Background: an optimization exercise with open tools, aiming at small area and a short achievable clock period. Do not read the settings as production practice. The RTL was checked by simulation tests, not by an equivalence proof against the original design.

==> design/flow/design.v <==
module PC(
    input [31:0]npc,
    input clk,
    input rst_n,
    input stall_PC,
    output [31:0]pc
);
reg rst_n_reg;
reg [31:0]pc_reg;
assign pc=pc_reg;
always@(posedge clk)
begin
    rst_n_reg<=rst_n;    
end
always@(posedge clk or negedge rst_n)
begin
    if(~rst_n)
    begin
        pc_reg <= 0;
    end
    else if(~rst_n_reg)
    begin
        pc_reg <=0;
    end
    else if(stall_PC)
    begin
        pc_reg<=pc_reg;
    end
    else
    begin
        pc_reg <= npc;
    end
end
endmodule
module NPC(
    input [31:0]pc,
    input [31:0]c,
    input npc_op,
    output [31:0]pc_4,
    output [31:0]npc
);
reg [31:0]pc_4_reg;
reg [31:0]npc_reg;
assign pc_4=pc_4_reg;
assign npc=npc_reg;
always@(*)
begin
    pc_4_reg=pc+4;
end
always@(*)
begin
    case (npc_op)
        1'b0:
        begin
            npc_reg=pc+4;
        end 
        1'b1:
        begin
            npc_reg=c;
        end
        default: npc_reg=pc+4;
    endcase
end
endmodule
module RF(
    input [31:0]wD,
    input rst_n,
    input [4:0]wR,
    input [4:0]rR1,
    input [4:0]rR2,
    input we,
    input clk,
    output [31:0]rD1,
    output [31:0]rD2,
    output wire [31:0]rdata_19
);
reg [31:0]dataReg[31:0];
assign rD1 = (rR1 == 5'b0)?32'b0:dataReg[rR1];
assign rD2 = (rR2 == 5'b0)?32'b0:dataReg[rR2];
assign rdata_19 = dataReg[19];
always @(posedge clk or negedge rst_n) 
begin
    if(!rst_n)
    begin
        dataReg[0]  <= 32'b0;
        dataReg[1]  <= 32'b0;
        dataReg[2]  <= 32'b0;
        dataReg[3]  <= 32'b0;
        dataReg[4]  <= 32'b0;
        dataReg[5]  <= 32'b0;
        dataReg[6]  <= 32'b0;
        dataReg[7]  <= 32'b0;
        dataReg[8]  <= 32'b0;
        dataReg[9]  <= 32'b0;
        dataReg[10] <= 32'b0;
        dataReg[11] <= 32'b0;
        dataReg[12] <= 32'b0;
        dataReg[13] <= 32'b0;
        dataReg[14] <= 32'b0;
        dataReg[15] <= 32'b0;
        dataReg[16] <= 32'b0;
        dataReg[17] <= 32'b0;
        dataReg[18] <= 32'b0;
        dataReg[19] <= 32'b0;
        dataReg[20] <= 32'b0;
        dataReg[21] <= 32'b0;
        dataReg[22] <= 32'b0;
        dataReg[23] <= 32'b0;
        dataReg[24] <= 32'b0;
        dataReg[25] <= 32'b0;
        dataReg[26] <= 32'b0;
        dataReg[27] <= 32'b0;
        dataReg[28] <= 32'b0;
        dataReg[29] <= 32'b0;
        dataReg[30] <= 32'b0;
        dataReg[31] <= 32'b0;
    end
    else if(we && wR<32)
    begin
        dataReg[wR]<=wD;    
    end    
end
endmodule
module SEXT(
    input [24:0]din,
    input [2:0]sext_op,
    output [31:0]ext
);
reg [31:0] ext_reg;
assign ext=ext_reg;
always@(*)
begin
    case (sext_op)
        3'b000: 
        begin
            ext_reg={{20{din[24]}},din[24:13]};
        end
        3'b001: 
        begin
            ext_reg={{20{din[24]}},din[24:18],din[4:0]};
        end
        3'b010: 
        begin
            ext_reg={din[24:5],{12{1'b0}}};
        end
        3'b011: 
        begin
            ext_reg={{12{din[24]}},din[12:5],din[13],din[23:14],1'b0};
        end
        3'b100:
        begin
            ext_reg={{20{din[24]}},din[0],din[23:18],din[4:1],1'b0};
        end
        default: 
            ext_reg={{7{1'b0}},din[24:0]};
    endcase
end
endmodule
module Control(
    input [31:0]inst,
    input breq,
    input brlt,
    output npc_op,
    output rf_we,
    output brun,
    output asel,
    output bsel,
    output [1:0]wbsel,
    output dram_we,
    output [3:0]alu_op,
    output [2:0]sext_op,
    output reg rR1_use,
    output reg rR2_use
);
wire [10:0] op;
reg npc_op_reg;
reg rf_we_reg;
reg asel_reg;
reg bsel_reg;
reg [1:0]wbsel_reg;
reg dram_we_reg;
reg [3:0]alu_op_reg;
reg [2:0]sext_op_reg;
assign npc_op=npc_op_reg;
assign rf_we=rf_we_reg;
assign asel=asel_reg;
assign bsel=bsel_reg;
assign wbsel=wbsel_reg;
assign dram_we=dram_we_reg;
assign alu_op=alu_op_reg;
assign sext_op=sext_op_reg;
assign op = {inst[30],inst[14:12],inst[6:0]};
always@(*)
begin
    case (op)
        11'b00001100111:
        begin
            npc_op_reg=1;
        end
        11'b10001100111:
        begin
            npc_op_reg=1;
        end
        11'b00001100011:
        begin
            if (breq==1) 
            begin
                npc_op_reg=1;    
            end
            else
            begin
                npc_op_reg=0;
            end
        end
        11'b10001100011:
        begin
            if (breq==1) 
            begin
                npc_op_reg=1;    
            end
            else
            begin
                npc_op_reg=0;
            end
        end
        11'b00011100011:
        begin
            if (breq==1) 
            begin
                npc_op_reg=0;    
            end
            else
            begin
                npc_op_reg=1;
            end
        end
        11'b10011100011:
        begin
            if (breq==1) 
            begin
                npc_op_reg=0;    
            end
            else
            begin
                npc_op_reg=1;
            end
        end
        11'b01001100011:
        begin
            if (brlt==1) 
            begin
                npc_op_reg=1;    
            end
            else
            begin
                npc_op_reg=0;
            end
        end
        11'b11001100011:
        begin
            if (brlt==1) 
            begin
                npc_op_reg=1;    
            end
            else
            begin
                npc_op_reg=0;
            end
        end
        11'b01011100011:
        begin
            if (brlt==1) 
            begin
                npc_op_reg=0;    
            end
            else
            begin
                npc_op_reg=1;
            end
        end
        11'b11011100011:
        begin
            if (brlt==1) 
            begin
                npc_op_reg=0;    
            end
            else
            begin
                npc_op_reg=1;
            end
        end
        default:
        begin
            case (op[6:0])
                7'b1101111: 
                begin
                    npc_op_reg=1;
                end
                default: npc_op_reg=0;
            endcase
        end
    endcase
end
always@(*)
begin
    sext_op_reg=0;
    case(op)
        11'b00000110011:
        begin
            alu_op_reg=0;
            rf_we_reg=1;
            asel_reg=1;
            bsel_reg=0;
            dram_we_reg=0;
            wbsel_reg=1;
            rR1_use=1;
            rR2_use=1;
        end
        11'b10000110011:
        begin
            alu_op_reg=1;
            rf_we_reg=1;
            asel_reg=1;
            bsel_reg=0;
            dram_we_reg=0;
            wbsel_reg=1;
            rR1_use=1;
            rR2_use=1;
        end
        11'b01110110011:
        begin
            alu_op_reg=2;
            rf_we_reg=1;
            asel_reg=1;
            bsel_reg=0;
            dram_we_reg=0;
            wbsel_reg=1;
            rR1_use=1;
            rR2_use=1;
        end
        11'b01100110011:
        begin
            alu_op_reg=3;
            rf_we_reg=1;
            asel_reg=1;
            bsel_reg=0;
            dram_we_reg=0;
            wbsel_reg=1;
            rR1_use=1;
            rR2_use=1;
        end
        11'b01000110011:
        begin
            alu_op_reg=4;
            rf_we_reg=1;
            asel_reg=1;
            bsel_reg=0;
            dram_we_reg=0;
            wbsel_reg=1;
            rR1_use=1;
            rR2_use=1;
        end
        11'b00010110011:
        begin
            alu_op_reg=5;
            rf_we_reg=1;
            asel_reg=1;
            bsel_reg=0;
            dram_we_reg=0;
            wbsel_reg=1;
            rR1_use=1;
            rR2_use=1;
        end
        11'b01010110011:
        begin
            alu_op_reg=6;
            rf_we_reg=1;
            asel_reg=1;
            bsel_reg=0;
            dram_we_reg=0;
            wbsel_reg=1;
            rR1_use=1;
            rR2_use=1;
        end
        11'b11010110011:
        begin
            alu_op_reg=7;
            rf_we_reg=1;
            asel_reg=1;
            bsel_reg=0;
            dram_we_reg=0;
            wbsel_reg=1;
            rR1_use=1;
            rR2_use=1;
        end
        11'b00000010011:
        begin
            alu_op_reg=0;
            sext_op_reg=0;
            rf_we_reg=1;
            asel_reg=1;
            bsel_reg=1;
            dram_we_reg=0;
            wbsel_reg=1;
            rR1_use=1;
            rR2_use=0;
        end
        11'b10000010011:
        begin
            alu_op_reg=0;
            sext_op_reg=0;
            rf_we_reg=1;
            asel_reg=1;
            bsel_reg=1;
            dram_we_reg=0;
            wbsel_reg=1;
            rR1_use=1;
            rR2_use=0;
        end
        11'b01110010011:
        begin
            alu_op_reg=2;
            sext_op_reg=0;
            rf_we_reg=1;
            asel_reg=1;
            bsel_reg=1;
            dram_we_reg=0;
            wbsel_reg=1;
            rR1_use=1;
            rR2_use=0;
        end
        11'b11110010011:
        begin
            alu_op_reg=2;
            sext_op_reg=0;
            rf_we_reg=1;
            asel_reg=1;
            bsel_reg=1;
            dram_we_reg=0;
            wbsel_reg=1;
            rR1_use=1;
            rR2_use=0;
        end
        11'b01100010011:
        begin
            alu_op_reg=3;
            sext_op_reg=0;
            rf_we_reg=1;
            asel_reg=1;
            bsel_reg=1;
            dram_we_reg=0;
            wbsel_reg=1;
            rR1_use=1;
            rR2_use=0;
        end
        11'b11100010011:
        begin
            alu_op_reg=3;
            sext_op_reg=0;
            rf_we_reg=1;
            asel_reg=1;
            bsel_reg=1;
            dram_we_reg=0;
            wbsel_reg=1;
            rR1_use=1;
            rR2_use=0;
        end
        11'b01000010011:
        begin
            alu_op_reg=4;
            sext_op_reg=0;
            rf_we_reg=1;
            asel_reg=1;
            bsel_reg=1;
            dram_we_reg=0;
            wbsel_reg=1;
            rR1_use=1;
            rR2_use=0;
        end
        11'b11000010011:
        begin
            alu_op_reg=4;
            sext_op_reg=0;
            rf_we_reg=1;
            asel_reg=1;
            bsel_reg=1;
            dram_we_reg=0;
            wbsel_reg=1;
            rR1_use=1;
            rR2_use=0;
        end
        11'b00010010011:
        begin
            alu_op_reg=5;
            sext_op_reg=0;
            rf_we_reg=1;
            asel_reg=1;
            bsel_reg=1;
            dram_we_reg=0;
            wbsel_reg=1;
            rR1_use=1;
            rR2_use=0;
        end
        11'b01010010011:
        begin
            alu_op_reg=6;
            sext_op_reg=0;
            rf_we_reg=1;
            asel_reg=1;
            bsel_reg=1;
            dram_we_reg=0;
            wbsel_reg=1;
            rR1_use=1;
            rR2_use=0;
        end
        11'b11010010011:
        begin
            alu_op_reg=7;
            sext_op_reg=0;
            rf_we_reg=1;
            asel_reg=1;
            bsel_reg=1;
            dram_we_reg=0;
            wbsel_reg=1;
            rR1_use=1;
            rR2_use=0;
        end
        11'b00100000011:
        begin
            alu_op_reg=0;
            sext_op_reg=0;
            rf_we_reg=1;
            asel_reg=1;
            bsel_reg=1;
            dram_we_reg=0;
            wbsel_reg=2;
            rR1_use=1;
            rR2_use=0;
        end
        11'b10100000011:
        begin
            alu_op_reg=0;
            sext_op_reg=0;
            rf_we_reg=1;
            asel_reg=1;
            bsel_reg=1;
            dram_we_reg=0;
            wbsel_reg=2;
            rR1_use=1;
            rR2_use=0;
        end
        11'b00001100111:
        begin
            alu_op_reg=0;
            sext_op_reg=0;
            rf_we_reg=1;
            asel_reg=1;
            bsel_reg=1;
            dram_we_reg=0;
            wbsel_reg=0;
            rR1_use=1;
            rR2_use=0;
        end
        11'b10001100111:
        begin
            alu_op_reg=0;
            sext_op_reg=0;
            rf_we_reg=1;
            asel_reg=1;
            bsel_reg=1;
            dram_we_reg=0;
            wbsel_reg=0;
            rR1_use=1;
            rR2_use=0;
        end
        11'b00100100011:
        begin
            alu_op_reg=0;
            sext_op_reg=1;
            rf_we_reg=0;
            asel_reg=1;
            bsel_reg=1;
            dram_we_reg=1;
            wbsel_reg=1;
            rR1_use=1;
            rR2_use=1;
        end
        11'b10100100011:
        begin
            alu_op_reg=0;
            sext_op_reg=1;
            rf_we_reg=0;
            asel_reg=1;
            bsel_reg=1;
            dram_we_reg=1;
            wbsel_reg=1;
            rR1_use=1;
            rR2_use=1;
        end
        11'b00001100011:
        begin
            alu_op_reg=0;
            sext_op_reg=4;
            rf_we_reg=0;
            asel_reg=0;
            bsel_reg=1;
            dram_we_reg=0;
            wbsel_reg=1;
            rR1_use=1;
            rR2_use=1;
        end
        11'b10001100011:
        begin
            alu_op_reg=0;
            sext_op_reg=4;
            rf_we_reg=0;
            asel_reg=0;
            bsel_reg=1;
            dram_we_reg=0;
            wbsel_reg=1;
            rR1_use=1;
            rR2_use=1;
        end
        11'b00011100011:
        begin
            alu_op_reg=0;
            sext_op_reg=4;
            rf_we_reg=0;
            asel_reg=0;
            bsel_reg=1;
            dram_we_reg=0;
            wbsel_reg=1;
            rR1_use=1;
            rR2_use=1;
        end
        11'b10011100011:
        begin
            alu_op_reg=0;
            sext_op_reg=4;
            rf_we_reg=0;
            asel_reg=0;
            bsel_reg=1;
            dram_we_reg=0;
            wbsel_reg=1;
            rR1_use=1;
            rR2_use=1;
        end
        11'b01001100011:
        begin
            alu_op_reg=0;
            sext_op_reg=4;
            rf_we_reg=0;
            asel_reg=0;
            bsel_reg=1;
            dram_we_reg=0;
            wbsel_reg=1;
            rR1_use=1;
            rR2_use=1;
        end
        11'b11001100011:
        begin
            alu_op_reg=0;
            sext_op_reg=4;
            rf_we_reg=0;
            asel_reg=0;
            bsel_reg=1;
            dram_we_reg=0;
            wbsel_reg=1;
            rR1_use=1;
            rR2_use=1;
        end
        11'b01011100011:
        begin
            alu_op_reg=0;
            sext_op_reg=4;
            rf_we_reg=0;
            asel_reg=0;
            bsel_reg=1;
            dram_we_reg=0;
            wbsel_reg=1;
            rR1_use=1;
            rR2_use=1;
        end
        11'b11011100011:
        begin
            alu_op_reg=0;
            sext_op_reg=4;
            rf_we_reg=0;
            asel_reg=0;
            bsel_reg=1;
            dram_we_reg=0;
            wbsel_reg=1;
            rR1_use=1;
            rR2_use=1;
        end
        default:
        begin
            case (op[6:0])
                7'b0110111: 
                begin
                    alu_op_reg=8;
                    sext_op_reg=2;
                    rf_we_reg=1;
                    asel_reg=0;
                    bsel_reg=1;
                    dram_we_reg=0;
                    wbsel_reg=1;
                    rR1_use=0;
                    rR2_use=0;
                end
                7'b1101111: 
                begin
                    alu_op_reg=0;
                    sext_op_reg=3;
                    rf_we_reg=1;
                    asel_reg=0;
                    bsel_reg=1;
                    dram_we_reg=0;
                    wbsel_reg=0;
                    rR1_use=0;
                    rR2_use=0;
                end
                default:
                begin
                    alu_op_reg=15;
                    sext_op_reg=0;
                    rf_we_reg=0;
                    asel_reg=1;
                    bsel_reg=0;
                    dram_we_reg=0;
                    wbsel_reg=1;
                    rR1_use=0;
                    rR2_use=0;
                end
            endcase
        end
    endcase
end
endmodule
module BC(
    input [31:0]a,
    input [31:0]b,
    input BrUn,
    output BrEq,
    output BrLt
);
reg BrEq_reg;
reg BrLt_reg;
assign BrEq = BrEq_reg;
assign BrLt = BrLt_reg;
always@(*)
begin
    if(a==b)
    begin
        BrEq_reg = 1;
        BrLt_reg = 0;
    end
    else if($signed(a)<$signed(b))
    begin
        BrLt_reg = 1;
        BrEq_reg = 0;
    end
    else
    begin
        BrEq_reg = 0;
        BrLt_reg = 0;
    end
end
endmodule
module ALU(
    input [31:0]a,
    input [31:0]b,
    input [3:0]op,
    output [31:0]c
);
reg [31:0]c_reg;
wire [4:0] shift;
assign c=c_reg;
assign shift = b[4:0];
always@(*)
begin
    case(op)
        4'b0000:
        begin
            c_reg=a+b;
        end
        4'b0001:
        begin
            c_reg=a-b;
        end
        4'b0010:
        begin
            c_reg=a&b;
        end
        4'b0011:
        begin
            c_reg=a|b;
        end
        4'b0100:
        begin
            c_reg=a^b;
        end
        4'b0101:
        begin
            case(shift)
                5'd00: c_reg = a;
                5'd01: c_reg = a << 01;
                5'd02: c_reg = a << 02;
                5'd03: c_reg = a << 03;
                5'd04: c_reg = a << 04;
                5'd05: c_reg = a << 05;
                5'd06: c_reg = a << 06;
                5'd07: c_reg = a << 07;
                5'd08: c_reg = a << 08;
                5'd09: c_reg = a << 09;
                5'd10: c_reg = a << 10;
                5'd11: c_reg = a << 11;
                5'd12: c_reg = a << 12;
                5'd13: c_reg = a << 13;
                5'd14: c_reg = a << 14;
                5'd15: c_reg = a << 15;
                5'd16: c_reg = a << 16;
                5'd17: c_reg = a << 17;
                5'd18: c_reg = a << 18;
                5'd19: c_reg = a << 19;
                5'd20: c_reg = a << 20;
                5'd21: c_reg = a << 21;
                5'd22: c_reg = a << 22;
                5'd23: c_reg = a << 23;
                5'd24: c_reg = a << 24;
                5'd25: c_reg = a << 25;
                5'd26: c_reg = a << 26;
                5'd27: c_reg = a << 27;
                5'd28: c_reg = a << 28;
                5'd29: c_reg = a << 29;
                5'd30: c_reg = a << 30;
                5'd31: c_reg = a << 31;
                default: c_reg = a;
            endcase
        end
        4'b0110:
        begin
            case(shift)
                5'd00: c_reg = a;
                5'd01: c_reg = a >> 01;
                5'd02: c_reg = a >> 02;
                5'd03: c_reg = a >> 03;
                5'd04: c_reg = a >> 04;
                5'd05: c_reg = a >> 05;
                5'd06: c_reg = a >> 06;
                5'd07: c_reg = a >> 07;
                5'd08: c_reg = a >> 08;
                5'd09: c_reg = a >> 09;
                5'd10: c_reg = a >> 10;
                5'd11: c_reg = a >> 11;
                5'd12: c_reg = a >> 12;
                5'd13: c_reg = a >> 13;
                5'd14: c_reg = a >> 14;
                5'd15: c_reg = a >> 15;
                5'd16: c_reg = a >> 16;
                5'd17: c_reg = a >> 17;
                5'd18: c_reg = a >> 18;
                5'd19: c_reg = a >> 19;
                5'd20: c_reg = a >> 20;
                5'd21: c_reg = a >> 21;
                5'd22: c_reg = a >> 22;
                5'd23: c_reg = a >> 23;
                5'd24: c_reg = a >> 24;
                5'd25: c_reg = a >> 25;
                5'd26: c_reg = a >> 26;
                5'd27: c_reg = a >> 27;
                5'd28: c_reg = a >> 28;
                5'd29: c_reg = a >> 29;
                5'd30: c_reg = a >> 30;
                5'd31: c_reg = a >> 31;
                default: c_reg = a;
            endcase
        end
        4'b0111:
        begin
            case(shift)
                5'd00: c_reg = a;
                5'd01: c_reg = $signed(a) >>> 01;
                5'd02: c_reg = $signed(a) >>> 02;
                5'd03: c_reg = $signed(a) >>> 03;
                5'd04: c_reg = $signed(a) >>> 04;
                5'd05: c_reg = $signed(a) >>> 05;
                5'd06: c_reg = $signed(a) >>> 06;
                5'd07: c_reg = $signed(a) >>> 07;
                5'd08: c_reg = $signed(a) >>> 08;
                5'd09: c_reg = $signed(a) >>> 09;
                5'd10: c_reg = $signed(a) >>> 10;
                5'd11: c_reg = $signed(a) >>> 11;
                5'd12: c_reg = $signed(a) >>> 12;
                5'd13: c_reg = $signed(a) >>> 13;
                5'd14: c_reg = $signed(a) >>> 14;
                5'd15: c_reg = $signed(a) >>> 15;
                5'd16: c_reg = $signed(a) >>> 16;
                5'd17: c_reg = $signed(a) >>> 17;
                5'd18: c_reg = $signed(a) >>> 18;
                5'd19: c_reg = $signed(a) >>> 19;
                5'd20: c_reg = $signed(a) >>> 20;
                5'd21: c_reg = $signed(a) >>> 21;
                5'd22: c_reg = $signed(a) >>> 22;
                5'd23: c_reg = $signed(a) >>> 23;
                5'd24: c_reg = $signed(a) >>> 24;
                5'd25: c_reg = $signed(a) >>> 25;
                5'd26: c_reg = $signed(a) >>> 26;
                5'd27: c_reg = $signed(a) >>> 27;
                5'd28: c_reg = $signed(a) >>> 28;
                5'd29: c_reg = $signed(a) >>> 29;
                5'd30: c_reg = $signed(a) >>> 30;
                5'd31: c_reg = $signed(a) >>> 31;
                default: c_reg = a;
            endcase
        end
        4'b1000:
        begin
            c_reg=b;
        end
        default:c_reg=a;
    endcase
end
endmodule
module hazard_ctrl(
    input   [4:0] wR_EX,
    input   [4:0] wR_MEM,
    input   [4:0] wR_WB,
    input   rf_we_EX,
    input   rf_we_MEM,
    input   rf_we_WB,
    input   [4:0] rR1_ID,
    input   [4:0] rR2_ID,
    input   rR1_use,
    input   rR2_use,
    input   [31:0] pc4_EX,
    input   [31:0] c_EX,
    input   [31:0] wD_MEM,
    input   [31:0] wD_WB,
    input   [1:0] WBsel_EX,
    input   npc_op_EX,
    output  reg [31:0] rD1_fw,
    output  reg [31:0] rD2_fw,
    output  rD1_fw_op,
    output  rD2_fw_op,
    output  reg stall_PC,
    output  reg stall_IF_ID,
    output  reg flush_IF_ID,
    output  reg flush_ID_EX
);
wire [31:0] wD_EX = (WBsel_EX==0)?pc4_EX:c_EX;
wire r1_wb_hazard_EX,r1_wb_hazard_MEM,r1_wb_hazard_WB;
wire r2_wb_hazard_EX,r2_wb_hazard_MEM,r2_wb_hazard_WB;
assign rD1_fw_op=((r1_wb_hazard_EX&(WBsel_EX!=1))|r1_wb_hazard_MEM|r1_wb_hazard_WB);
assign rD2_fw_op=((r2_wb_hazard_EX&(WBsel_EX!=1))|r2_wb_hazard_MEM|r2_wb_hazard_WB);
assign r1_wb_hazard_EX = ((wR_EX==rR1_ID)&rf_we_EX&rR1_use&(wR_EX!=5'b0));
assign r1_wb_hazard_MEM= ((wR_MEM==rR1_ID)&rf_we_MEM&rR1_use&(wR_MEM!=5'b0));
assign r1_wb_hazard_WB = ((wR_WB==rR1_ID)&rf_we_WB&rR1_use&(wR_WB!=5'b0));
assign r2_wb_hazard_EX = ((wR_EX==rR2_ID)&rf_we_EX&rR2_use&(wR_EX!=5'b0));
assign r2_wb_hazard_MEM= ((wR_MEM==rR2_ID)&rf_we_MEM&rR2_use&(wR_MEM!=5'b0));
assign r2_wb_hazard_WB = ((wR_WB==rR2_ID)&rf_we_WB&rR2_use&(wR_WB!=5'b0));
always@(*)
begin
    if(r1_wb_hazard_EX) rD1_fw=wD_EX;
    else if(r1_wb_hazard_MEM) rD1_fw=wD_MEM;
    else if(r1_wb_hazard_WB) rD1_fw=wD_WB;
    else    rD1_fw=0;
end
always@(*)
begin
    if(r2_wb_hazard_EX) rD2_fw=wD_EX;
    else if(r2_wb_hazard_MEM) rD2_fw=wD_MEM;
    else if(r2_wb_hazard_WB) rD2_fw=wD_WB;
    else    rD2_fw=0;
end
wire load_hazard = ((r1_wb_hazard_EX | r2_wb_hazard_EX)&(WBsel_EX==1));
always@(*)
begin
    if(load_hazard) stall_PC=1;
    else    stall_PC=0;
end
always@(*)
begin
    if(load_hazard) stall_IF_ID=1;
    else    stall_IF_ID=0;
end
wire ctrl_hazard = npc_op_EX;
always@(*)
begin
    if(ctrl_hazard) flush_IF_ID=1;
    else    flush_IF_ID=0;
end
always@(*)
begin
    if(ctrl_hazard) flush_ID_EX=1;
    else if(load_hazard)    flush_ID_EX=1;
    else    flush_ID_EX=0;
end
endmodule
module Reg_IF_ID(
    input   clk,
    input   rst_n,
    input   [31:0]inst_IF,
    input   [31:0]pc_IF,
    input   [31:0]pc4_IF,
    input   stall_IF_ID,
    input   flush_IF_ID,
    output  reg [31:0]inst_ID,
    output  reg [31:0]pc_ID,
    output  reg [31:0]pc4_ID
);
always@(posedge clk or negedge rst_n)
begin
    if(~rst_n)
    begin
        inst_ID<=0;
    end
    else if(flush_IF_ID)
    begin
        inst_ID<=0;
    end
    else if(stall_IF_ID)
    begin
        inst_ID<=inst_ID;
    end
    else
    begin
        inst_ID<=inst_IF;
    end
end
always@(posedge clk or negedge rst_n)
begin
    if(~rst_n)
    begin
        pc_ID<=0;
    end
    else if(flush_IF_ID)
    begin
        pc_ID<=0;
    end
    else if(stall_IF_ID)
    begin
        pc_ID<=pc_ID;
    end
    else
    begin
        pc_ID<=pc_IF;
    end
end
always@(posedge clk or negedge rst_n)
begin
    if(~rst_n)
    begin
        pc4_ID<=0;
    end
    else if(flush_IF_ID)
    begin
        pc4_ID<=0;
    end
    else if(stall_IF_ID)
    begin
        pc4_ID<=pc4_ID;
    end
    else
    begin
        pc4_ID<=pc4_IF;
    end
end
endmodule
module Reg_ID_EX(
    input   clk,
    input   rst_n,
    input   [31:0]pc_ID,
    input   [31:0]pc4_ID,
    input   [31:0]rD1_ID,
    input   [31:0]rD2_ID,
    input   [31:0]ext_ID,
    input   [4:0]wR_ID,
    input   Bsel_ID,
    input   Asel_ID,
    input   [3:0]Alu_op_ID,
    input   RF_we_ID,
    input   Dram_we_ID,
    input   [1:0]WBsel_ID,
    input   npc_op_ID,
    input   flush_ID_EX,
    input   [31:0]rD1_fw,
    input   [31:0]rD2_fw,
    input   rD1_fw_op,
    input   rD2_fw_op,
    output  reg [31:0]pc_EX,
    output  reg [31:0]pc4_EX,
    output  reg [31:0]rD1_EX,
    output  reg [31:0]rD2_EX,
    output  reg [31:0]ext_EX,
    output  reg [4:0]wR_EX,
    output  reg Bsel_EX,
    output  reg Asel_EX,
    output  reg [3:0]Alu_op_EX,
    output  reg RF_we_EX,
    output  reg Dram_we_EX,
    output  reg [1:0]WBsel_EX,
    output  reg npc_op_EX
);
always@(posedge clk or negedge rst_n)
begin
    if(~rst_n)
    begin
        npc_op_EX<=0;
    end
    else
    begin
        npc_op_EX<=npc_op_ID;
    end
end
always@(posedge clk or negedge rst_n)
begin
    if(~rst_n)
    begin
        WBsel_EX<=0;
    end
    else if(flush_ID_EX)
    begin
        WBsel_EX<=0;
    end
    else
    begin
        WBsel_EX<=WBsel_ID;
    end
end
always@(posedge clk or negedge rst_n)
begin
    if(~rst_n)
    begin
        Dram_we_EX<=0;
    end
    else if(flush_ID_EX)
    begin
        Dram_we_EX<=0;
    end
    else
    begin
        Dram_we_EX<=Dram_we_ID;
    end
end
always@(posedge clk or negedge rst_n)
begin
    if(~rst_n)
    begin
        RF_we_EX<=0;
    end
    else if(flush_ID_EX)
    begin
        RF_we_EX<=0;
    end
    else
    begin
        RF_we_EX<=RF_we_ID;
    end
end
always@(posedge clk or negedge rst_n)
begin
    if(~rst_n)
    begin
        Alu_op_EX<=0;
    end
    else if(flush_ID_EX)
    begin
        Alu_op_EX<=0;
    end
    else
    begin
        Alu_op_EX<=Alu_op_ID;
    end
end
always@(posedge clk or negedge rst_n)
begin
    if(~rst_n)
    begin
        Asel_EX<=0;
    end
    else
    begin
        Asel_EX<=Asel_ID;
    end
end
always@(posedge clk or negedge rst_n)
begin
    if(~rst_n)
    begin
        Bsel_EX<=0;
    end
    else
    begin
        Bsel_EX<=Bsel_ID;
    end
end
always@(posedge clk or negedge rst_n)
begin
    if(~rst_n)
    begin
        wR_EX<=0;
    end
    else
    begin
        wR_EX<=wR_ID;
    end
end
always@(posedge clk or negedge rst_n)
begin
    if(~rst_n)
    begin
        pc_EX<=0;
    end
    else
    begin
        pc_EX<=pc_ID;
    end
end
always@(posedge clk or negedge rst_n)
begin
    if(~rst_n)
    begin
        pc4_EX<=0;
    end
    else
    begin
        pc4_EX<=pc4_ID;
    end
end
always@(posedge clk or negedge rst_n)
begin
    if(~rst_n)
    begin
        rD1_EX<=0;
    end
    else if(rD1_fw_op)
    begin
        rD1_EX<=rD1_fw;
    end
    else
    begin
        rD1_EX<=rD1_ID;
    end
end
always@(posedge clk or negedge rst_n)
begin
    if(~rst_n)
    begin
        rD2_EX<=0;
    end
    else if(rD2_fw_op)
    begin
        rD2_EX<=rD2_fw;
    end
    else
    begin
        rD2_EX<=rD2_ID;
    end
end
always@(posedge clk or negedge rst_n)
begin
    if(~rst_n)
    begin
        ext_EX<=0;
    end
    else
    begin
        ext_EX<=ext_ID;
    end
end
endmodule
module Reg_EX_MEM(
    input   clk,
    input   rst_n,
    input   [31:0]pc4_EX,
    input   [31:0]c_EX,
    input   [31:0]rD2_EX,
    input   [4:0]wR_EX,
    input   RF_we_EX,
    input   Dram_we_EX,
    input   [1:0]WBsel_EX,
    output  reg [31:0] pc4_MEM,
    output  reg [31:0] c_MEM,
    output  reg [31:0] rD2_MEM,
    output  reg [4:0] wR_MEM,
    output  reg RF_we_MEM,
    output  reg Dram_we_MEM,
    output  reg [1:0] WBsel_MEM
);
always@(posedge clk or negedge rst_n)
begin
    if(~rst_n)
    begin
        rD2_MEM<=0;
    end
    else
    begin
        rD2_MEM<=rD2_EX;
    end
end
always@(posedge clk or negedge rst_n)
begin
    if(~rst_n)
    begin
        pc4_MEM<=0;
    end
    else
    begin
        pc4_MEM<=pc4_EX;
    end
end
always@(posedge clk or negedge rst_n)
begin
    if(~rst_n)
    begin
        c_MEM<=0;
    end
    else
    begin
        c_MEM<=c_EX;
    end
end
always@(posedge clk or negedge rst_n)
begin
    if(~rst_n)
    begin
        wR_MEM<=0;
    end
    else
    begin
        wR_MEM<=wR_EX;
    end
end
always@(posedge clk or negedge rst_n)
begin
    if(~rst_n)
    begin
        RF_we_MEM<=0;
    end
    else
    begin
        RF_we_MEM<=RF_we_EX;
    end
end
always@(posedge clk or negedge rst_n)
begin
    if(~rst_n)
    begin
        Dram_we_MEM<=0;
    end
    else
    begin
        Dram_we_MEM<=Dram_we_EX;
    end
end
always@(posedge clk or negedge rst_n)
begin
    if(~rst_n)
    begin
        WBsel_MEM<=0;
    end
    else
    begin
        WBsel_MEM<=WBsel_EX;
    end
end
endmodule
module Reg_MEM_WB(
    input   clk,
    input   rst_n,
    input   [31:0]RF_wd_MEM,
    input   [4:0]wR_MEM,
    input   RF_we_MEM,
    output  reg [31:0] RF_wd_WB,
    output  reg [4:0] wR_WB,
    output  reg RF_we_WB
);
always@(posedge clk or negedge rst_n)
begin
    if(~rst_n)
    begin
        RF_wd_WB<=0;
    end
    else
    begin
        RF_wd_WB<=RF_wd_MEM;
    end
end
always@(posedge clk or negedge rst_n)
begin
    if(~rst_n)
    begin
        wR_WB<=0;
    end
    else
    begin
        wR_WB<=wR_MEM;
    end
end
always@(posedge clk or negedge rst_n)
begin
    if(~rst_n)
    begin
        RF_we_WB<=0;
    end
    else
    begin
        RF_we_WB<=RF_we_MEM;
    end
end
endmodule
module cpu_top(
    input wire clk,
    input wire rst_n,
    input wire [31:0] rData,
    input wire [31:0] inst,
    output wire [31:0] pc,
    output wire [31:0] display,
    output wire [31:0] addr,
    output wire [31:0] wData,
    output wire wen,
    output wire [31:0] rdata_19
);
wire [31:0] rdata_19_out;
assign rdata_19 = rdata_19_out;
assign display = inst;
wire [31:0] npc;
wire npc_op;
wire [31:0] pc_4;
wire [2:0] sext_op;
wire [31:0] ext;
wire rf_we;
wire [31:0] regData_1;
wire [31:0] regData_2;
wire [31:0] regData_wb;
wire brun;
wire breq;
wire brlt;
wire bsel;
wire asel;
wire [31:0] alu_a;
wire [31:0] alu_b;
wire [31:0] alu_c;
wire [3:0] alu_op;
wire dram_we;
wire [31:0] dram_rd;
wire [1:0] wbsel;
assign alu_a = (Asel_EX_con==1)?rD1_EX_con:pc_EX_con;
assign alu_b = (Bsel_EX_con==1)?ext_EX_con:rD2_EX_con;
assign regData_wb = (WBsel_MEM_con==0)?pc4_MEM_con:((WBsel_MEM_con==1)?c_MEM_con:dram_rd);
assign addr=c_MEM_con;
assign wData=rD2_MEM_con;
assign wen = Dram_we_MEM_con;
assign dram_rd=rData;
wire [31:0]inst_ID_con;
wire [31:0]pc_ID_con,pc_EX_con;
wire [31:0]pc4_ID_con,pc4_EX_con,pc4_MEM_con;
wire [31:0]rD1_EX_con,rD2_EX_con,rD2_MEM_con;
wire [31:0]ext_EX_con;
wire [4:0]wR_EX_con,wR_MEM_con,wR_WB_con;
wire Asel_EX_con,Bsel_EX_con;
wire [3:0]Alu_op_EX_con;
wire RF_we_EX_con,RF_we_MEM_con,RF_we_WB_con;
wire Dram_we_EX_con,Dram_we_MEM_con;
wire [1:0]WBsel_EX_con,WBsel_MEM_con;
wire [31:0]c_MEM_con;
wire [31:0]RF_wd_WB_con;
wire [31:0]rD1_fw_con,rD2_fw_con;
wire stall_PC_con,stall_IF_ID_con;
wire flush_IF_ID_con,flush_ID_EX_con;
wire rD1_fw_op_con,rD2_fw_op_con;
wire rR1_use_con,rR2_use_con;
wire npc_op_EX_con;
hazard_ctrl U_hazard_ctrl(
    .wR_EX(wR_EX_con),
    .wR_MEM(wR_MEM_con),
    .wR_WB(wR_WB_con),
    .rf_we_EX(RF_we_EX_con),
    .rf_we_MEM(RF_we_MEM_con),
    .rf_we_WB(RF_we_WB_con),
    .rR1_ID(inst_ID_con[19:15]),
    .rR2_ID(inst_ID_con[24:20]),
    .pc4_EX(pc4_EX_con),
    .c_EX(alu_c),
    .wD_MEM(regData_wb),
    .wD_WB(RF_wd_WB_con),
    .WBsel_EX(WBsel_EX_con),
    .npc_op_EX(npc_op_EX_con),
    .rR1_use(rR1_use_con),
    .rR2_use(rR2_use_con),
    .rD1_fw(rD1_fw_con),
    .rD2_fw(rD2_fw_con),
    .rD1_fw_op(rD1_fw_op_con),
    .rD2_fw_op(rD2_fw_op_con),
    .stall_PC(stall_PC_con),
    .stall_IF_ID(stall_IF_ID_con),
    .flush_IF_ID(flush_IF_ID_con),
    .flush_ID_EX(flush_ID_EX_con)
);
NPC npcImpl(
    .pc(pc),
    .c(alu_c),
    .npc_op(npc_op_EX_con),
    .pc_4(pc_4),
    .npc(npc)
);
PC pcImpl(
    .pc(pc),
    .clk(clk),
    .rst_n(rst_n),
    .stall_PC(stall_PC_con),
    .npc(npc)
);
Reg_IF_ID U_Reg_IF_ID(
    .clk(clk),
    .rst_n(rst_n),
    .inst_IF(inst),
    .pc_IF(pc),
    .pc4_IF(pc_4),
    .stall_IF_ID(stall_IF_ID_con),
    .flush_IF_ID(flush_IF_ID_con),
    .inst_ID(inst_ID_con),
    .pc_ID(pc_ID_con),
    .pc4_ID(pc4_ID_con)
);
RF rfImpl(
    .wD(RF_wd_WB_con),
    .wR(wR_WB_con),
    .rR1(inst_ID_con[19:15]),
    .rR2(inst_ID_con[24:20]),
    .we(RF_we_WB_con),
    .clk(clk),
    .rst_n(rst_n),
    .rD1(regData_1),
    .rD2(regData_2),
    .rdata_19(rdata_19_out)
);
SEXT sextImpl(
    .din(inst_ID_con[31:7]),
    .sext_op(sext_op),
    .ext(ext)
);
Reg_ID_EX U_Reg_ID_EX(
    .clk(clk),
    .rst_n(rst_n),
    .pc_ID(pc_ID_con),
    .pc4_ID(pc4_ID_con),
    .rD1_ID(regData_1),
    .rD2_ID(regData_2),
    .ext_ID(ext),
    .wR_ID(inst_ID_con[11:7]),
    .Bsel_ID(bsel),
    .Asel_ID(asel),
    .Alu_op_ID(alu_op),
    .RF_we_ID(rf_we),
    .Dram_we_ID(dram_we),
    .WBsel_ID(wbsel),
    .npc_op_ID(npc_op),
    .flush_ID_EX(flush_ID_EX_con),
    .rD1_fw(rD1_fw_con),
    .rD2_fw(rD2_fw_con),
    .rD1_fw_op(rD1_fw_op_con),
    .rD2_fw_op(rD2_fw_op_con),
    .npc_op_EX(npc_op_EX_con),
    .pc_EX(pc_EX_con),
    .pc4_EX(pc4_EX_con),
    .rD1_EX(rD1_EX_con),
    .rD2_EX(rD2_EX_con),
    .ext_EX(ext_EX_con),
    .wR_EX(wR_EX_con),
    .Bsel_EX(Bsel_EX_con),
    .Asel_EX(Asel_EX_con),
    .Alu_op_EX(Alu_op_EX_con),
    .RF_we_EX(RF_we_EX_con),
    .Dram_we_EX(Dram_we_EX_con),
    .WBsel_EX(WBsel_EX_con)
);
BC bcImpl(
    .a(regData_1),
    .b(regData_2),
    .BrUn(brun),
    .BrEq(breq),
    .BrLt(brlt)
);
ALU aluImpl(
    .a(alu_a),
    .b(alu_b),
    .op(Alu_op_EX_con),
    .c(alu_c)
);
Reg_EX_MEM U_Reg_EX_MEM(
    .clk(clk),
    .rst_n(rst_n),
    .pc4_EX(pc4_EX_con),
    .c_EX(alu_c),
    .rD2_EX(rD2_EX_con),
    .wR_EX(wR_EX_con),
    .RF_we_EX(RF_we_EX_con),
    .Dram_we_EX(Dram_we_EX_con),
    .WBsel_EX(WBsel_EX_con),
    .pc4_MEM(pc4_MEM_con),
    .c_MEM(c_MEM_con),
    .rD2_MEM(rD2_MEM_con),
    .wR_MEM(wR_MEM_con),
    .RF_we_MEM(RF_we_MEM_con),
    .Dram_we_MEM(Dram_we_MEM_con),
    .WBsel_MEM(WBsel_MEM_con)
);
Reg_MEM_WB U_Reg_MEM_WB(
    .clk(clk),
    .rst_n(rst_n),
    .RF_wd_MEM(regData_wb),
    .wR_MEM(wR_MEM_con),
    .RF_we_MEM(RF_we_MEM_con),
    .RF_wd_WB(RF_wd_WB_con),
    .wR_WB(wR_WB_con),
    .RF_we_WB(RF_we_WB_con)
);
Control controlImpl(
    .inst(inst_ID_con),
    .breq(breq),
    .brlt(brlt),
    .npc_op(npc_op),
    .rf_we(rf_we),
    .brun(brun),
    .asel(asel),
    .bsel(bsel),
    .wbsel(wbsel),
    .dram_we(dram_we),
    .alu_op(alu_op),
    .sext_op(sext_op),
    .rR1_use(rR1_use_con),
    .rR2_use(rR2_use_con)
);
endmodule
==> design/flow/run.sh <==
#!/bin/bash
# synth_recipe.tcl (not shown) runs the flow's synth.tcl, then flattens the netlist and writes it again
# the make line also repeats each setting of config.mk as NAME=value (left out here)
make -C /OpenROAD-flow-scripts/flow DESIGN_CONFIG=/design/flow/config.mk WORK_HOME=/design/flow/orfs CLKGATE_MAP_FILE= SYNTH_SCRIPT=/design/flow/synth_recipe.tcl finish
==> design/flow/config.mk <==
export PLATFORM = sky130hd
export DESIGN_NAME = cpu_top
export DESIGN_NICKNAME = cpu_top
export VERILOG_FILES = /design/flow/design.v
export SDC_FILE = /design/flow/constraint.sdc
export NUM_CORES = 4
export LEC_CHECK = 0
export CAP_MARGIN = 20
export CORE_MARGIN = 2
export CORE_UTILIZATION = 30
export PLACE_DENSITY = 0.38
export SLEW_MARGIN = 20
==> design/flow/constraint.sdc <==
create_clock -name core_clock -period 8.5 [get_ports {clk}]
set_input_delay 1.7000 -clock core_clock [delete_from_list [all_inputs] [get_ports {clk}]]
set_output_delay 1.7000 -clock core_clock [all_outputs]
set_load 0.01 [all_outputs]
==> notes.md <==
[power by group]
part           switching, W  total (W)  internal (W)
sequential         0.000175    0.00711       0.00693
clock               0.00338    0.00781       0.00443
combinational       0.00132    0.00176      0.000443
[logic make-up after synthesis]
family,share of synthesized area (%)
DFF,45.0
buffers and inverters,4.62
AOI/OAI and AO/OA,22.1
and+or+nand+nor,9.44
adders and majority gates,2.11
xor gates and xnor gates,1.07
muxes,15.6
[stage by stage]
step / std cells / utilization [%] / hold slack (ps)
6_report: 11500 / 35.4 / 351
2_1_floorplan: 7731 / - / 331
3_5_place_dp: 11100 / 33.2 / 349
3_3_place_gp: 11100 / 33.0 / 344
4_1_cts: 11400 / 35.4 / 344
5_1_grt: 11400 / 35.4 / 368
[worst max path at each step]
stage                                  startpoint                      to  slack, ps  cells after the start
after CTS                     U_Reg_ID_EX.Bsel_EX  U_Reg_ID_EX.rD2_EX[28]       1440                     21
after global placement    U_Reg_IF_ID.inst_ID[23]   U_Reg_ID_EX.npc_op_EX       1010                     17
after floorplan               U_Reg_ID_EX.Bsel_EX  U_Reg_ID_EX.rD2_EX[31]       2510                     25
after global routing          U_Reg_ID_EX.Bsel_EX  U_Reg_ID_EX.rD2_EX[28]       1070                     21
after detailed placement      U_Reg_ID_EX.Bsel_EX  U_Reg_ID_EX.rD2_EX[28]       1480                     21
final                         U_Reg_ID_EX.Bsel_EX  U_Reg_ID_EX.rD2_EX[28]       1300                     21
[cell type report]
class                   instances  area [um2]
clock inverters                64         860
inverters                     106         398
flip-flops and latches       1436       36000
repair buffers                659        5860
diodes                         26        65.1
well taps                    3533        4420
clock buffers                 248        5030
fillers                     26600      171000
multi-input cells            5387       41200
[worst reg2reg max path, stage by stage (launching register included)]
cell      delay (ps)
dfrtp_2         1050
mux2i_1          580
ha_1             310
nand2_1          130
nor4_1           480
o21ai_1          220
or3_1            520
nor2_1           180
nor2_1            70
xnor2_1          130
ha_1             380
o21ai_0          190
o21bai_1         180
a21o_1           220
a21o_1           190
a41o_1           240
a211oi_1         440
xor2_1           210
o21ai_0          180
or3_1            440
o21ai_1          420
o21ai_0          250
[layout by cell type (no fill, tap or decap), types with 180 or more instances in the layout]
cell type,instances
a21oi_1,430
a221oi_1,339
a22o_1,268
a22oi_1,420
buf_4,405
clkdlybuf4s50_1,225
dfrtp_1,1420
mux2_2,999
nand2_1,555
nand4_1,180
nor2_1,260
o21ai_0,270
[layer usage]
| layer | global-route usage (%) | part of all wire [%] | up-vias |
|---|---|---|---|
| met5 | 0.140 | 0.059 | - |
| met4 | 28.5 | 9.0 | 32 |
| met3 | 9.71 | 8.9 | 2018 |
| met2 | 60.6 | 44 | 5822 |
| met1 | 48.5 | 38 | 40400 |
| li1 | - | - | 29700 |
==> flow_summary.json <==
{
  "outcome": "timing/DRC/antenna clean",
  "place.port_buffers": 226,
  "r2r_start": "U_Reg_ID_EX.Bsel_EX",
  "finalPower_w": 0.0167,
  "top_register": "rfImpl.dataReg",
  "cap_violations": 0,
  "grt_pass1_wl_um": 730000,
  "antenna_found_initial": 43,
  "cts_tree": "yes",
  "synth_fp_nets": 7931,
  "htree_levels": 4,
  "r2r_slack_ps": 1300,
  "syn_area_um2": 79800,
  "core_um2": 265000,
  "ys_top_cells_by_area": "dfrtp_1, mux2_2, a22oi_1",
  "r2r_end": "U_Reg_ID_EX.rD2_EX[28]",
  "yosysTopAreaCellShare_pct": 45.0,
  "rows": 189,
  "fin_setup_tns_ps": 0,
  "post_cts_buffers": 0,
  "hold_buffers": 0,
  "clk_pin_slew_ps": 60,
  "power.density_nw_per_um2": 178,
  "ys_seq_elements": 1436,
  "cts_made_buffers": 175,
  "rsz0062_at_grt": "false",
  "worstPathArrival_ps": 7860,
  "path_class": "flop to flop",
  "fin_crit_sh_pct": 84.7,
  "fin_crit_ps": 7200,
  "path_cells": "mux2i_1 -> ha_1 -> nand2_1 -> nor4_1 -> o21ai_1 -> or3_1 -> nor2_1 -> nor2_1 -> xnor2_1 -> ha_1 -> o21ai_0 -> o21bai_1 -> a21o_1 -> a21o_1 -> a41o_1 -> a211oi_1 -> xor2_1 -> o21ai_0 -> or3_1 -> o21ai_1 -> o21ai_0",
  "die_h_um": 520,
  "yosysMostFrequentCell": "dfrtp_1",
  "area_growth_pct": 17.5,
  "dp_worst_setup_slack_ps": 1480,
  "ir_drop_mv": 0.245,
  "grt_use_total_pct": 39.5,
  "final_max_slew_viol_count": 0,
  "die_area_um2": 270000,
  "cts_buffer_depth": 3,
  "cpPeakStageDelay_ps": 1050,
  "ys_top_cells_by_count": "dfrtp_1, mux2_2, clkbuf_1, nand2_1, a21oi_1",
  "dr_total_vias": 77900,
  "worst-path-buf-inv": 0,
  "p_leak_nw": 41.3,
  "clock_latency_ps": 870,
  "dr.pass1.iters": 9,
  "synth_async_sr_flop_share_pct": 99.9,
  "start_kind": "flop",
  "path_common_cell": "o21ai_0",
  "postRouteWirelength_um": 551000,
  "drc": 0,
  "max_freq_ghz": 0.139,
  "skew_ps": 65.4,
  "drt_iter0_drc": 11900,
  "clkSinkCount": 1436,
  "synth-seq-area-share_pct": 45.0,
  "ant_nets": 0,
  "fin_area_um2": 93800,
  "wl_per_cell_um": 48.1,
  "hold_class": "flop to flop",
  "slowest_stage": "dfrtp_2",
  "hold_viol": 0,
  "synth-main-ff-cell": "dfrtp_1",
  "largest_reg_flops": 992,
  "worst_pin_slew_ps": 1350,
  "first_global_vias": 75400,
  "reg2reg_depth": 21,
  "min_from": "U_Reg_IF_ID.pc_ID[21]",
  "cp_max_fo": 39,
  "cts_root_buf": "clkbuf_16",
  "cp.required_ps": 9160,
  "setup_ws_ps": 1300,
  "die_w_um": 520,
  "gp_congestion": 1.06,
  "synthCells": 7731,
  "syn_avg_cell_area_um2": 10.3,
  "cts_resized": 0,
  "hold_depth": 0,
  "nets": 7965,
  "crit_family": "compound AO/OA/AOI/OAI gates",
  "slew_headroom_pct": 8.98,
  "dp_hpwl_um": 368000,
  "cp-end-kind": "flop",
  "setup_viol": 0,
  "synth-edff-count": 0,
  "yosys.area.top_type": "dfrtp_1",
  "holdPathEnd": "U_Reg_ID_EX.pc_EX[21]",
  "grt.overflow.total": 0,
  "grt_max_degree": 166,
  "ys_types": 109,
  "viasPerCell": 6.80,
  "ys_warn_count": 13,
  "drive_above_1_share_pct": 24.6,
  "ios": 227,
  "postPlaceCellArea_um2": 87800,
  "start_util_pct": 30.1
}

[afterwards: timing with drivers on the ports]
Ports are ideal in the flow. The routed layout listed here was re-timed in OpenROAD. Step 1, drivers: a clkbuf_16 drives clk and a buf_2 each remaining input, both assumed. Step 2 moves the port delays by t, midway between the first and last clock arrival at a register: inputs arrive t later, outputs are due t later. That takes back most of the time a late clock gives input paths. a / b / c = ideal ports / drivers / drivers and shift; a / b = the first two.
t (ns): 0.935
setup slack, ns: 1.298 / 1.298 / 1.298
worst setup path at the end: register to register
slew at the worst register clock pin (ns): 0.07 / 0.07
pins driven straight from the clock port: 1
After both steps this run still meets setup and hold. The setup slack of this run moves by 0.000 ns with the drivers and by 0.000 ns with both steps.
